Source: an optimization exercise on an open RTL-to-GDS flow (aim: small area, a short achievable clock period and few clock cycles per item). Production flows keep margins and buffers that such runs may drop.
Only simulation tests tie the RTL to the original design; equivalence was not proved.
Power is estimated from default activity; no workload was simulated.

birch:
==> flow/design.v <==
module comparator #(
  parameter int DW = 16,
  parameter int IW = 2,
  parameter int HB = 3
) (
  input  logic [3:0][DW-1:0] val,
  input  logic [3:0][IW-1:0] idx,
  output logic [DW-1:0]      o_val,
  output logic [IW+1:0]      o_idx
);
  localparam int LB = DW - HB;
  function automatic logic greater(input logic [LB-1:0] a, input logic [LB-1:0] b);
    logic c;
    c = 1'b0;
    for (int k = 0; k < LB; k++) c = (a[k] & ~b[k]) | ((a[k] | ~b[k]) & c);
    greater = c;
  endfunction
  logic [3:0] cand;              
  logic       any;
  logic [3:0] bits;
  logic [3:0][3:0] beats;        
  logic [3:0] win;
  always_comb begin
    cand = 4'b1111;
    for (int k = DW - 1; k >= LB; k--) begin
      for (int i = 0; i < 4; i++) bits[i] = val[i][k];
      any  = |(cand & bits);
      cand = cand & (bits | {4{~any}});
    end
  end
  always_comb begin
    beats = '0;
    for (int i = 0; i < 4; i++)
      for (int j = i + 1; j < 4; j++) begin
        beats[i][j] = greater(val[i][LB-1:0], val[j][LB-1:0]);
        beats[j][i] = ~beats[i][j];
      end
    for (int i = 0; i < 4; i++) begin
      win[i] = cand[i];
      for (int j = 0; j < 4; j++)
        if (j != i) win[i] = win[i] & (~cand[j] | beats[i][j]);
    end
  end
  always_comb begin
    o_val = '0;
    for (int i = 0; i < 4; i++) o_val |= {DW{win[i]}} & val[i];
  end
  assign o_idx[IW+1] = win[3] | win[2];
  assign o_idx[IW]   = win[3] | win[1];
  always_comb begin
    o_idx[IW-1:0] = '0;
    for (int i = 0; i < 4; i++) o_idx[IW-1:0] |= {IW{win[i]}} & idx[i];
  end
endmodule
module argmax16 #(
  parameter bit REG_MID = 1    
) (
  input  logic         clk,
  input  logic         rstn,        
  input  logic         in_valid,
  input  logic [255:0] in_data,     
  output logic         out_valid,
  output logic [3:0]   out_idx
);
  logic [3:0][15:0] gval, gval_q;    
  logic [3:0][1:0]  gidx, gidx_q;    
  logic [3:0]       idx_c;
  logic [3:0][3:0]  gx;              
  logic [15:0]      unused_val;
  always_ff @(posedge clk or negedge rstn) begin
    if (!rstn) out_valid <= 1'b0;
    else       out_valid <= in_valid;
  end
  for (genvar g = 0; g < 4; g++) begin : g_grp
    comparator #(.DW(16), .IW(1)) u_grp (
      .val   (in_data[64*g +: 64]),
      .idx   ('0),
      .o_val (gval[g]),
      .o_idx (gx[g][2:0])
    );
    assign gx[g][3] = 1'b0;
    assign gidx[g]  = gx[g][2:1];
  end
  comparator #(.DW(16), .IW(2)) u_top (
    .val   (gval_q),
    .idx   (gidx_q),
    .o_val (unused_val),
    .o_idx (idx_c)
  );
  if (REG_MID) begin : g_mid
    always_ff @(posedge clk) begin
      gval_q <= gval;
      gidx_q <= gidx;
    end
    assign out_idx = idx_c;
  end else begin : g_out
    assign gval_q = gval;
    assign gidx_q = gidx;
    always_ff @(posedge clk) out_idx <= idx_c;
  end
endmodule
==> flow/config.mk <==
export PLATFORM = sky130hd
export DESIGN_NAME = argmax16
export DESIGN_NICKNAME = argmax16
export VERILOG_FILES = /design/flow/design.v
export SDC_FILE = /design/flow/constraint.sdc
export NUM_CORES = 4
export LEC_CHECK = 0
export CAP_MARGIN = 20
export CORE_MARGIN = 2
export CORE_UTILIZATION = 55
export CTS_BUF_LIST = sky130_fd_sc_hd__clkbuf_4 sky130_fd_sc_hd__clkbuf_8
export SETUP_SLACK_MARGIN = 4
export SLEW_MARGIN = 20
==> flow/constraint.sdc <==
create_clock -name core_clock -period 8.5 [get_ports {clk}]
set_input_delay 1.7000 -clock core_clock [delete_from_list [all_inputs] [get_ports {clk}]]
set_output_delay 1.7000 -clock core_clock [all_outputs]
set_load 0.01 [all_outputs]
standard.sh (not shown) runs the stock make flow with config.mk's settings and CLKGATE_MAP_FILE= SYNTH_SCRIPT=/design/flow/synth_recipe.tcl, a recipe that flattens the netlist after the stock synthesis.
==> flow/flow/run.sh <==
#!/bin/bash
# Standard ORFS layout, with the port buffers made of sky130 buf cells
# instead of the delay buffer buffer_ports picks by default.
set -e
export BUFFER_PORTS_ARGS="-buffer_cell sky130_fd_sc_hd__buf_1"
bash standard.sh > standard.log 2>&1
Testbench counts of birch, summed over its fixed seeds: cycles 8,200, items 8,192.
Relative to birch, the following input files were edited for maple:
diff --git a/flow/design.v b/flow/design.v
--- a/flow/design.v
+++ b/flow/design.v
@@ -1,47 +1,31 @@
 module comparator #(
   parameter int DW = 16,
-  parameter int IW = 2,
-  parameter int HB = 3
+  parameter int IW = 2
 ) (
   input  logic [3:0][DW-1:0] val,
   input  logic [3:0][IW-1:0] idx,
   output logic [DW-1:0]      o_val,
   output logic [IW+1:0]      o_idx
 );
-  localparam int LB = DW - HB;
-  function automatic logic greater(input logic [LB-1:0] a, input logic [LB-1:0] b);
+  logic gt01, gt02, gt03, gt12, gt13, gt23;
+  logic [3:0] win;
+  function automatic logic greater(input logic [DW-1:0] a, input logic [DW-1:0] b);
     logic c;
     c = 1'b0;
-    for (int k = 0; k < LB; k++) c = (a[k] & ~b[k]) | ((a[k] | ~b[k]) & c);
+    for (int k = 0; k < DW; k++) c = (a[k] & ~b[k]) | ((a[k] | ~b[k]) & c);
     greater = c;
   endfunction
-  logic [3:0] cand;              
-  logic       any;
-  logic [3:0] bits;
-  logic [3:0][3:0] beats;        
-  logic [3:0] win;
-  always_comb begin
-    cand = 4'b1111;
-    for (int k = DW - 1; k >= LB; k--) begin
-      for (int i = 0; i < 4; i++) bits[i] = val[i][k];
-      any  = |(cand & bits);
-      cand = cand & (bits | {4{~any}});
-    end
-  end
-  always_comb begin
-    beats = '0;
-    for (int i = 0; i < 4; i++)
-      for (int j = i + 1; j < 4; j++) begin
-        beats[i][j] = greater(val[i][LB-1:0], val[j][LB-1:0]);
-        beats[j][i] = ~beats[i][j];
-      end
-    for (int i = 0; i < 4; i++) begin
-      win[i] = cand[i];
-      for (int j = 0; j < 4; j++)
-        if (j != i) win[i] = win[i] & (~cand[j] | beats[i][j]);
-    end
-  end
+  assign gt01 = greater(val[0], val[1]);
+  assign gt02 = greater(val[0], val[2]);
+  assign gt03 = greater(val[0], val[3]);
+  assign gt12 = greater(val[1], val[2]);
+  assign gt13 = greater(val[1], val[3]);
+  assign gt23 = greater(val[2], val[3]);
+  assign win[0] =  gt01 &  gt02 &  gt03;
+  assign win[1] = ~gt01 &  gt12 &  gt13;
+  assign win[2] = ~gt02 & ~gt12 &  gt23;
+  assign win[3] = ~gt03 & ~gt13 & ~gt23;
   always_comb begin
     o_val = '0;
     for (int i = 0; i < 4; i++) o_val |= {DW{win[i]}} & val[i];
   end
### Flow results
Relative to birch, non-clock buffer count has gone down in maple. The combinational cell fraction of total power reported for maple is greater than that of birch by 1.0 points. From birch to maple the numbers moved as follows: synthesized instance count now larger; worst setup slack now smaller; fmax now smaller. maple: sequential share of layout area is 0.89 points lower than what birch reported. Max first-pass GRT wire length across birch and maple: maple. Looking at die area, maple sits 1900 um^2 above birch.
Testbench counts of maple, summed over its fixed seeds: cycles 8,200, items 8,192.

what the ideal ports hide:
How much do the figures lean on ideal ports? The routed layouts below were timed once more, with nothing changed but the port constraints. Step 1, drivers: a clkbuf_16 drives clk and a buf_2 each remaining input, both assumed. Step 2 times the ports against the registers' clock, not the clock port: input delays grow and output delays shrink by t, the midpoint of the rising clock arrivals with the driver on. Three values: ideal ports, drivers, drivers and shift; two values: the first two.
run | shift t [ns] | slack for setup (ns) | clock arrival spread, ns | worst data-port slew with drivers (ns) | pins driven straight from the clock port
birch | 0.412 | 3.764 / 3.726 / 3.705 | 0.022 / 0.022 | 0.04 | 1
maple | 0.392 | 3.733 / 3.700 / 3.758 | 0.010 / 0.010 | 0.04 | 1
After both steps setup and hold are still met in every run listed. The setup slack of birch, which loses most, moves by -0.038 ns with the drivers and by -0.059 ns with both steps.
